Context: an optimization exercise on an open-source flow, tuned for small area. The choices shown serve that exercise and are no tape-out recipe. No functional check of the RTL was part of this run. No activity file was given, so power comes from the tool's default toggle rates.

==> design.v <==
`timescale 1ns / 1ps
module hexto7segment(
    input [3:0] x,
    output reg [7:0] r
    );
    always @(*)
        case(x)
            4'b0000: r = 8'b10000001;
            4'b0001: r = 8'b11001111;
            4'b0010: r = 8'b10010010;
            4'b0011: r = 8'b10000110;
            4'b0100: r = 8'b11001100;
            4'b0101: r = 8'b10100100;
            4'b0110: r = 8'b10100000;
            4'b0111: r = 8'b10001111;
            4'b1000: r = 8'b10000000;
            4'b1001: r = 8'b10001100;
            4'b1010: r = 8'b10001000;
            4'b1011: r = 8'b11100000;
            4'b1100: r = 8'b10110001;
            4'b1101: r = 8'b11000010;
            4'b1110: r = 8'b10110000;
            4'b1111: r = 8'b10111000;
        endcase
endmodule
`timescale 1ns / 1ps
module Mux_behavioral(
    input [13:0] i0,
    input [13:0] i1,
    input [13:0] i2,
    input [13:0] i3,
    input wire [1:0] s,
    output reg [13:0] y
    );
    always @(*) begin
        y = 1'b0;
            case(s)
            2'b00 : y = i0;
            2'b01 : y = i1;
            2'b10 : y = i2;
            2'b11 : y = i3;
            default : begin
                y = 0;
            end
            endcase
    end
endmodule
`timescale 1ns / 1ps
module Mux_input(
    input wire [13:0] A,
    input [13:0] i0,
    input [13:0] i1,
    input [13:0] i2,
    input [13:0] i3,
    input [1:0] s,
    output reg [13:0] x,
    output reg [13:0] y
    );
    always@(*) begin
        case(s)
            2'b00:begin
                x = A + 1;
                y = i0; 
            end
            2'b01:begin
                x = A + 1;
                y = i1; 
            end
            2'b10:begin
                x = A - 1;
                y = i2; 
            end
            2'b11:begin
                x = A - 1;
                y = i1; 
            end
            default begin
                x = 0;
                y = 0;
            end
        endcase
    end
endmodule
`timescale 1ns / 1ps
module clk_div_display(
    input clk,
    input rst,
    output wire clk_out_state,
    output wire clk_out_fast
    );
    reg [6:0] COUNT;
    reg [6:0] COUNT_next;
    always @(*) begin
            COUNT_next = COUNT + 1;
            if(COUNT_next >= 100) begin
                COUNT_next = 0;
            end
    end
    assign clk_out_state = COUNT_next[6] & ~COUNT[6];
    assign clk_out_fast = COUNT_next[1] & ~COUNT[1];
    always @(posedge clk) begin
            if(rst)
                COUNT <= 0;
            else
                COUNT <= COUNT_next;
    end
endmodule
`timescale 1ns / 1ps
module stopwatch_state(
    input clk,
    input en,
    input start,
    input rst,
    input T_comp,
    output reg [1:0] T_s,
    output reg T_ld
    );
    localparam [1:0] SW_Init = 0,
                     SW_Tick = 1,
                     SW_Pause = 2;
    reg [1:0] SW_State;
    reg [1:0] next_state;
    reg [1:0] State_Toggle;
    localparam [1:0] State_s0 = 0, State_s1 = 1, State_s2 = 2, State_s3 = 3;
    reg tick;
    always@(posedge clk) begin
      if(rst) begin
            SW_State = SW_Init;
            State_Toggle = State_s0;
            tick = 0;
            T_s <= 2'b00;
            T_ld <= 1'b1;
      end
      else if(en) begin
        if(rst) begin
            SW_State = SW_Init;
            State_Toggle = State_s0;
            tick = 0;
        end
        else begin
                case(State_Toggle)
                    State_s0 : begin
                        if(!start)
                            State_Toggle = State_s0;
                        else if(rst)
                            State_Toggle = State_s0;
                        else
                            State_Toggle = State_s1;
                    end
                    State_s1 : begin
                        if(start)
                            State_Toggle = State_s1;
                        else if(rst)
                            State_Toggle = State_s0;
                        else
                            State_Toggle = State_s2;
                    end
                    State_s2 : begin
                        if(!start)
                            State_Toggle = State_s2;
                        else if(rst)
                            State_Toggle = State_s0;
                        else
                            State_Toggle = State_s3;
                    end
                    State_s3 : begin
                        if(!start)
                            State_Toggle = State_s0;
                        else if(rst)
                            State_Toggle = State_s0;
                        else
                            State_Toggle = State_s3;
                    end
                    default : begin
                        State_Toggle = State_s0;
                    end
                endcase
                case(State_Toggle)
                    State_s0 : begin
                        tick = 1'b0;
                    end
                    State_s1 : begin
                        tick = 1'b1;
                    end
                    State_s2 : begin
                        tick = 1'b1;
                    end
                    State_s3 : begin
                        tick = 1'b0;
                    end
                    default : begin
                        tick = 1'b0;
                    end
                endcase                
                case(SW_State)
                    SW_Init : begin
                        if(rst) begin
                            SW_State = SW_Init;
                        end
                        else if(tick && !rst && !T_comp) begin
                            SW_State = SW_Tick;
                        end
                        else if(!rst && T_comp) begin
                            SW_State = SW_Pause;
                        end
                        else begin
                            SW_State = SW_Init;
                        end
                    end
                    SW_Tick : begin
                        if(rst) begin
                            SW_State = SW_Init;
                        end
                        else if(tick && !T_comp && !rst) begin
                            SW_State = SW_Tick;
                        end
                        else if(!rst &&(!tick || (tick && T_comp))) begin
                            SW_State = SW_Pause;
                        end
                        else begin
                            SW_State = SW_Init;
                        end
                    end
                    SW_Pause : begin
                        if(rst) begin
                            SW_State = SW_Init;
                        end
                        else if(!rst &&(!tick || (tick && T_comp))) begin
                            SW_State = SW_Pause;
                        end
                        else if(tick && !rst && !T_comp) begin
                            SW_State = SW_Tick;
                        end
                        else begin
                            SW_State = SW_Init;
                        end
                    end
                    default : begin
                        SW_State = SW_Init;
                    end
                endcase
        end
        case(SW_State)
            SW_Init : begin
                T_s <= 2'b00; 
                T_ld <= 1'b1;
            end
            SW_Tick : begin
                T_s <= 2'b01; 
                T_ld <= 1'b1;
            end
            SW_Pause : begin
                T_s <= 2'b10; 
                T_ld <= 1'b1;
            end
            default : begin
                T_s <= 2'b00;
                T_ld <= 1'b1;
            end
        endcase
      end
    end
endmodule
`timescale 1ns / 1ps
module stopwatch_datapath(
    input [1:0] T_s,
    input [1:0] mode,
    input [3:0] init_0,
    input [3:0] init_1,
    input T_ld,
    input clk,
    input en,
    input rst,
    output reg [13:0] T,
    output reg T_comp
    );
    wire [13:0] increment;
    wire [13:0] T_out;
    wire [13:0] T_initial;
    wire [13:0] T_init_low;
    wire [13:0] T_init_high;
    wire [13:0] init_value;
    wire data_clock;
    assign T_init_low = 0;
    assign T_init_high = 9999;
    assign init_value = (init_1*10)+init_0;
    assign data_clock = clk;
    localparam [1:0] Mux_i0 = 0, Mux_i1 = 1, Mux_i2 = 2;
    Mux_input m2(.A(T), .i0(T_init_low), .i1(init_value*(100)), .i2(T_init_high), .i3(11), .s(mode), .x(increment), .y(T_initial));
    Mux_behavioral m1(.i0(T_initial), .i1(increment), .i2(T), .i3(0), .s(T_s), .y(T_out));
    always@(posedge data_clock) begin
      if(rst) begin
        T_comp <= 0;
        T <= 0;
      end
      else if(en) begin
        case(mode)
            2'b00:begin
                if(T_out >= 9998) begin 
                    T_comp <= 1;
                end
                else begin
                    T_comp <= 0;
                end
            end
            2'b01:begin
                if(T_out >= 9998) begin 
                    T_comp <= 1;
                end
                else begin
                    T_comp <= 0;
                end
            end
            2'b10:begin
                if(T_out <= 0001 || T_out > 9999) begin 
                    T_comp <= 1;
                end
                else begin
                    T_comp <= 0;
                end
            end
            2'b11:begin
                if(T_out <= 0001 || T_out > 9999) begin 
                    T_comp <= 1;
                end
                else begin
                    T_comp <= 0;
                end
            end
        endcase
        if(T_ld)
            T <= T_out;
      end
    end
endmodule
`timescale 1ns / 1ps
module time_mux_state_machine(
    input clk,
    input en,
    input rst,
    input [7:0] in0,
    input [7:0] in1,
    input [7:0] in2,
    input [7:0] in3,
    output reg [3:0] an,
    output reg [7:0] sseg
    );
    reg [1:0] state;
    reg [1:0] next_state;
    always @(*) begin
        case(state)  
            2'b00: next_state = 2'b01;
            2'b01: next_state = 2'b10;
            2'b10: next_state = 2'b11;
            2'b11: next_state = 2'b00;
            default: begin
                next_state = 2'b00;
            end
        endcase
    end
    always @(posedge clk) begin
      if(rst) begin
        sseg <= 8'b11111111;
        an <= 4'b1111;
      end
      else if(en) begin
        case(state)  
            2'b00: sseg <= in0 & 8'b11111111;
            2'b01: sseg <= in1 & 8'b11111111;
            2'b10: sseg <= in2 & 8'b01111111;
            2'b11: sseg <= in3 & 8'b11111111;
            default: begin
                sseg <= in0;
            end
        endcase
        case(state)  
            2'b00: an <= 4'b1110;
            2'b01: an <= 4'b1101;
            2'b10: an <= 4'b1011;
            2'b11: an <= 4'b0111;
            default: begin
                an <= 4'b1110;
            end
        endcase
      end
    end
    always @(posedge clk) begin
            if(rst)
                state <= 2'b00;
            else if(en)
                state <= next_state;
    end
endmodule
`timescale 1ns / 1ps
module time_multiplexing_main(
    input clk,
    input en,
    input rst,
    input [15:0] sw,
    output [3:0] an,
    output [7:0] sseg
    );
    wire [7:0] in0, in1, in2, in3;
    hexto7segment c1 (.x(sw[3:0]), .r(in0));
    hexto7segment c2 (.x(sw[7:4]), .r(in1));
    hexto7segment c3 (.x(sw[11:8]), .r(in2));
    hexto7segment c4 (.x(sw[15:12]), .r(in3));
    time_mux_state_machine c6(
        .clk(clk),
        .en(en),
        .rst(rst),
        .in0(in0),
        .in1(in1),
        .in2(in2),
        .in3(in3),
        .an(an),
        .sseg(sseg));
endmodule
`timescale 1ns / 1ps
module Stopwatch_main(
    input clk,
    input wire rst,
    input wire start,
    input wire [1:0] mode,
    input wire [3:0] init_0,
    input wire [3:0] init_1,
    output [7:0] sseg,
    output [3:0] an
    );
    wire [1:0] T_s;
    wire T_ld, T_comp;
    wire [13:0] T;
    reg [15:0] sw;
    wire slow_clk;
    wire fast_clk;
    clk_div_display c0(.clk(clk), .rst(rst), .clk_out_state(slow_clk), .clk_out_fast(fast_clk));
    stopwatch_state s0(.clk(clk), .en(slow_clk), .start(start), .rst(rst), .T_comp(T_comp), .T_s(T_s), .T_ld(T_ld) );
    stopwatch_datapath s1(.T_s(T_s), .mode(mode), .init_0(init_0), .init_1(init_1), .T_ld(T_ld), .clk(clk), .en(slow_clk), .rst(rst), .T(T), .T_comp(T_comp));
    always@(T) begin
        sw[3:0] = T % 10;
        sw[7:4] = (T/10)%10;
        sw[11:8] = (T/100)%(10);
        sw[15:12] = (T/1000)%(10);
    end
    time_multiplexing_main d0(.clk(clk), .en(fast_clk), .rst(rst), .sw(sw), .an(an), .sseg(sseg));
endmodule
==> run.sh <==
#!/bin/bash
# synth_recipe.tcl (not shown) runs the flow's synth.tcl, then flattens the netlist and writes it again
# the make line also repeats each setting of config.mk as NAME=value (left out here)
make -C /OpenROAD-flow-scripts/flow DESIGN_CONFIG=/design/flow/config.mk WORK_HOME=/design/flow/orfs CLKGATE_MAP_FILE= SYNTH_SCRIPT=/design/flow/synth_recipe.tcl finish
==> config.mk <==
export PLATFORM = sky130hd
export DESIGN_NAME = Stopwatch_main
export DESIGN_NICKNAME = Stopwatch_main
export VERILOG_FILES = /design/flow/design.v
export SDC_FILE = /design/flow/constraint.sdc
export NUM_CORES = 4
export LEC_CHECK = 0
export CAP_MARGIN = 20
export CORE_MARGIN = 2
export CORE_UTILIZATION = 40
export SLEW_MARGIN = 20
==> constraint.sdc <==
create_clock -name core_clock -period 12.0 [get_ports {clk}]
set_input_delay 2.4000 -clock core_clock [delete_from_list [all_inputs] [get_ports {clk}]]
set_output_delay 2.4000 -clock core_clock [all_outputs]
set_load 0.01 [all_outputs]
==> results.txt <==
[cell families after synthesis]
family          Yosys count  share of synthesized area
compound gates          637                      0.370
flops                    41                     0.0688
simple gates            659                      0.276
xor+xnor                 90                     0.0673
buf+inv                 184                     0.0613
fa+ha+maj               109                      0.117
mux                      43                     0.0394
[state kept, by name, summed over array words and instances, names as in the netlist]
signal / cells
s0.State_Toggle: 2
s0.SW_State: 2
s1.T_comp: 1
d0.c6.state: 2
s1.T: 14
d0.c6.sseg: 7
c0.COUNT: 7
s0.T_s: 2
d0.c6.an: 4
[per-stage QoR]
| step | utilization | power, mW | setup WS [ns] | cell area (sq um) |
|---|---|---|---|---|
| after floorplan | - | 0.388 | 2.17 | 11900 |
| after global placement | 0.419 | 0.458 | 0.825 | 12400 |
| after detailed placement | 0.419 | 0.461 | 0.308 | 12400 |
| after CTS | 0.424 | 0.600 | 0.245 | 12500 |
| after global routing | 0.427 | 0.650 | 0.125 | 12600 |
| final | 0.427 | 0.593 | 0.892 | 12600 |
[where the power goes]
group	switching (mW)	internal (mW)	leakage (nW)
sequential	0.00731	0.145	0.334
clock	0.0578	0.0776	0.0652
combinational	0.166	0.140	4.45
total	0.231	0.362	4.85
[synth_stat cells, types with 25 or more instances]
library cell,number
sky130_fd_sc_hd__o21ai_0,106
sky130_fd_sc_hd__nand2b_1,31
sky130_fd_sc_hd__nand2_1,163
sky130_fd_sc_hd__a21o_1,26
sky130_fd_sc_hd__a21oi_1,133
sky130_fd_sc_hd__nand3_1,77
sky130_fd_sc_hd__ha_1,94
sky130_fd_sc_hd__mux2i_1,25
sky130_fd_sc_hd__a211oi_1,55
sky130_fd_sc_hd__dfxtp_1,41
sky130_fd_sc_hd__nor2_1,171
sky130_fd_sc_hd__nor3_1,54
sky130_fd_sc_hd__a31oi_1,30
sky130_fd_sc_hd__inv_1,65
sky130_fd_sc_hd__o31ai_1,25
sky130_fd_sc_hd__xnor2_1,75
sky130_fd_sc_hd__clkbuf_1,83
sky130_fd_sc_hd__o211ai_1,27
[final cells by class]
cell class,instances,area share
Sequential cell,41,0.0652
Inverter,74,0.0221
Tap cell,390,0.0388
Clock buffer,8,0.0108
Multi-Input combinational cell,1538,0.827
Timing Repair Buffer,52,0.0358
[final timing paths]
path / slack (ns) / cells past startpoint / from / end
min reg2reg: 0.47 / 1 / d0.c6.an[1]$_SDFFE_PP1P_ / d0.c6.an[1]$_SDFFE_PP1P_
max reg2reg: 0.89 / 32 / s1.T[11]$_SDFFE_PP0P_ / d0.c6.sseg[6]$_SDFFE_PP1P_
min: 0.47 / 1 / d0.c6.an[1]$_SDFFE_PP1P_ / d0.c6.an[1]$_SDFFE_PP1P_
max: 0.89 / 32 / s1.T[11]$_SDFFE_PP0P_ / d0.c6.sseg[6]$_SDFFE_PP1P_
[layer usage]
metal,vias up,share of wire,track usage
met5,-,0,0
met4,0,0.021,0.0682
met3,58,0.047,0.0144
met2,427,0.46,0.387
met1,6395,0.47,0.317
li1,6580,-,-
[worst max-delay path, delay by kind of cell (launching register included)]
kind | cells | cell delay [ns]
AO/OA/AOI/OAI | 14 | 4.49
XOR/XNOR | 1 | 0.19
adder cells (fa/ha/maj) | 2 | 0.70
flip-flops | 1 | 0.30
AND/OR/NAND/NOR | 15 | 5.30
[placed cells by master (no fill, tap or decap), drive strengths merged, types with 14 or more instances in the layout]
| cell | instances |
|---|---|
| nor3 | 58 |
| nor2b | 19 |
| o22ai | 20 |
| nand4 | 15 |
| mux2i | 27 |
| a211oi | 56 |
| mux2 | 16 |
| or2 | 22 |
| nand2 | 164 |
| a21o | 26 |
| o211ai | 27 |
| buf | 28 |
| o21ai | 114 |
| nor2 | 172 |
| ha | 94 |
| nand2b | 31 |
| a31oi | 31 |
| a21oi | 135 |
| or3 | 18 |
| and3 | 14 |
| inv | 66 |
| o21a | 17 |
| clkdlybuf4s50 | 24 |
| o31ai | 25 |
| xnor2 | 77 |
| nor4 | 18 |
| nand3 | 78 |
| dfxtp | 41 |
[repair_timing]
item,4_1_cts,5_1_grt
resized for setup,0,6
setup buffers,0,8
endpoints found under the setup margin,0,7
==> key figures <==
Route
  • Ratio of routed vias to standard cells: 6.40
  • Drc violations: 0
  • Detailed-route wire length per cell: 17.6 microns
  • Number of detailed-route iterations in the first pass: 6
  • Total via count in the routed design: 13460
  • Routed WL: 37000 microns
  • Starting DRT DRC Count: 1112
  • Number of nets still failing antenna checks after routing: 0

Clock tree
  • Post-CTS Hold Buffers: 0
  • Total number of H-tree levels: 2
  • Clock buffer count from CTS: 5
  • Clock tree root driver cell: sky130_fd_sc_hd__clkbuf_16
  • Clock sink count: 41
  • Max clock buf depth: 2
  • Clock tree from TritonCTS: done
  • Clock-pin slew on the worst setup and hold paths: 0.07 ns
  • Clock latency on the worst-skew pair: 0.30 ns

Place
  • Placed Instances: 2087
  • DP HPWL: 28200 microns
  • Buffers added on ports: 24
  • Final GP Congestion: 0.912

STA
  • Hold violation total from the final report: 0
  • RSZ-0062 raised after global routing: false
  • Total setup violations reported at the end of the flow: 0
  • Worst relative slew slack: 0.375
  • Final Critical Period: 11.11 ns
  • Timing-limited maximum frequency: 0.0900 GHz
  • Max-slew violation total from the final report: 0
  • Period utilization: 0.926
  • Measured slew at the worst slew-check pin: 0.930 ns
  • Worst-case clock skew: 0.0125 ns
  • Worst hold-check slack: 0.469 ns
  • Total negative slack for setup checks: 0 ns

Global route
  • Wire length of the first global-routing pass: 60800 microns
  • Total routing resource utilization after global routing: 0.231
  • Maximum number of pins on one net before global-route repair: 39
  • Via count of the first global-routing pass: 12250
  • Initial antenna violation count: 0
  • Remaining Overflow, GRT: 0

Job
  • Maximum Capacitance Violations: 0

Worst setup path
  • Highest net fanout along the worst path: 15
  • Endpoint class of the critical path: register
  • Category of the most critical setup path: reg2reg
  • Largest incremental delay on the critical path: 0.64 ns
  • Data arrival time at the worst-slack endpoint: 11.28 ns
  • Required time worst endpoint: 12.18 ns
  • Cell with the largest stage delay on the worst path: sky130_fd_sc_hd__or3b_2
  • Startpoint class of the critical path: register

Synthesis
  • Top flip-flop cell by instance count after synthesis: sky130_fd_sc_hd__dfxtp_1
  • Library cell with the largest summed area after synthesis: sky130_fd_sc_hd__ha_1
  • Number of enable flip-flop cells after synthesis: 0
  • Summed instance area of the synthesized netlist: 0.0119 sq mm
  • Post-synth net total: 1877
  • Post-Syn Area per Cell: 6.77 sq um
  • Number of distinct library cells after synthesis: 106
  • Count of mapped cells out of synthesis: 1763
  • Part of the Yosys area used for sequential elements: 0.0688
  • Ranking of synthesized cells by area: sky130_fd_sc_hd__ha_1, sky130_fd_sc_hd__dfxtp_1, sky130_fd_sc_hd__a21oi_1
  • Yosys warning count: 11
  • Fraction of synthesis flops using an asynchronous set or reset pin: 0
  • Post-synth top area share: 0.0986
  • Number of register bits inferred by synthesis: 41

Power
  • Ratio of total power to cell area: 47.1 mW/mm^2
  • Largest vdd supply drop: 0.0000552 V
  • Static power due to leakage: 4.85 nW

Floorplan
  • Number of ports placed on the die boundary: 25
  • Area of the die: 0.0312 sq mm
  • Initial Util: 0.405
  • Die width: 177 microns
  • Core region area: 0.0295 sq mm
  • Die height: 177 microns
  • Number of placement rows: 63

Layout
  • Final net count: 1826
  • Non-filler cells in the finished layout: 2103
  • Area taken by flip-flops and latches: 821 sq um
  • Multi-input logic area: 0.0104 sq mm
  • Fraction of final layout cells with drive strength greater than 1: 0.0683
  • Diode insertion count for antenna repair: 0
  • Count of fill cells added during filler insertion: 3112
  • Area added between synthesis and finish: 5.46%

Run status
  • Run status: no timing/DRC/antenna violations

Hold path
  • Worst hold path class: reg2reg

## what the ideal ports hide
In the flow no input, the clock included, has a driving cell. The finished layout below was timed again as built, in two steps.
Step 1 (the two cells are an assumption about what drives the block):
set clk [get_ports {clk}]
set_driving_cell -lib_cell sky130_fd_sc_hd__clkbuf_16 $clk
set_driving_cell -lib_cell sky130_fd_sc_hd__buf_2 [delete_from_list [all_inputs] $clk]
Step 2 adds t to the input delays and takes it off the output delays; t is the mean of the earliest and latest rising clock arrival at the registers after step 1. Input paths then give back, and output paths get back, about the clock's delay inside the block.
Three values: no drivers, after step 1, after step 2; two values: the first two.
t, ns: 0.337
setup slack, ns: 0.892 / 0.892 / 0.892
hold slack, ns: 0.469 / 0.469 / 0.469
worst data-port slew with drivers (ns): 0.03
After both steps this run still meets setup and hold. The setup slack of this run moves by 0.000 ns with the drivers and by 0.000 ns with both steps.
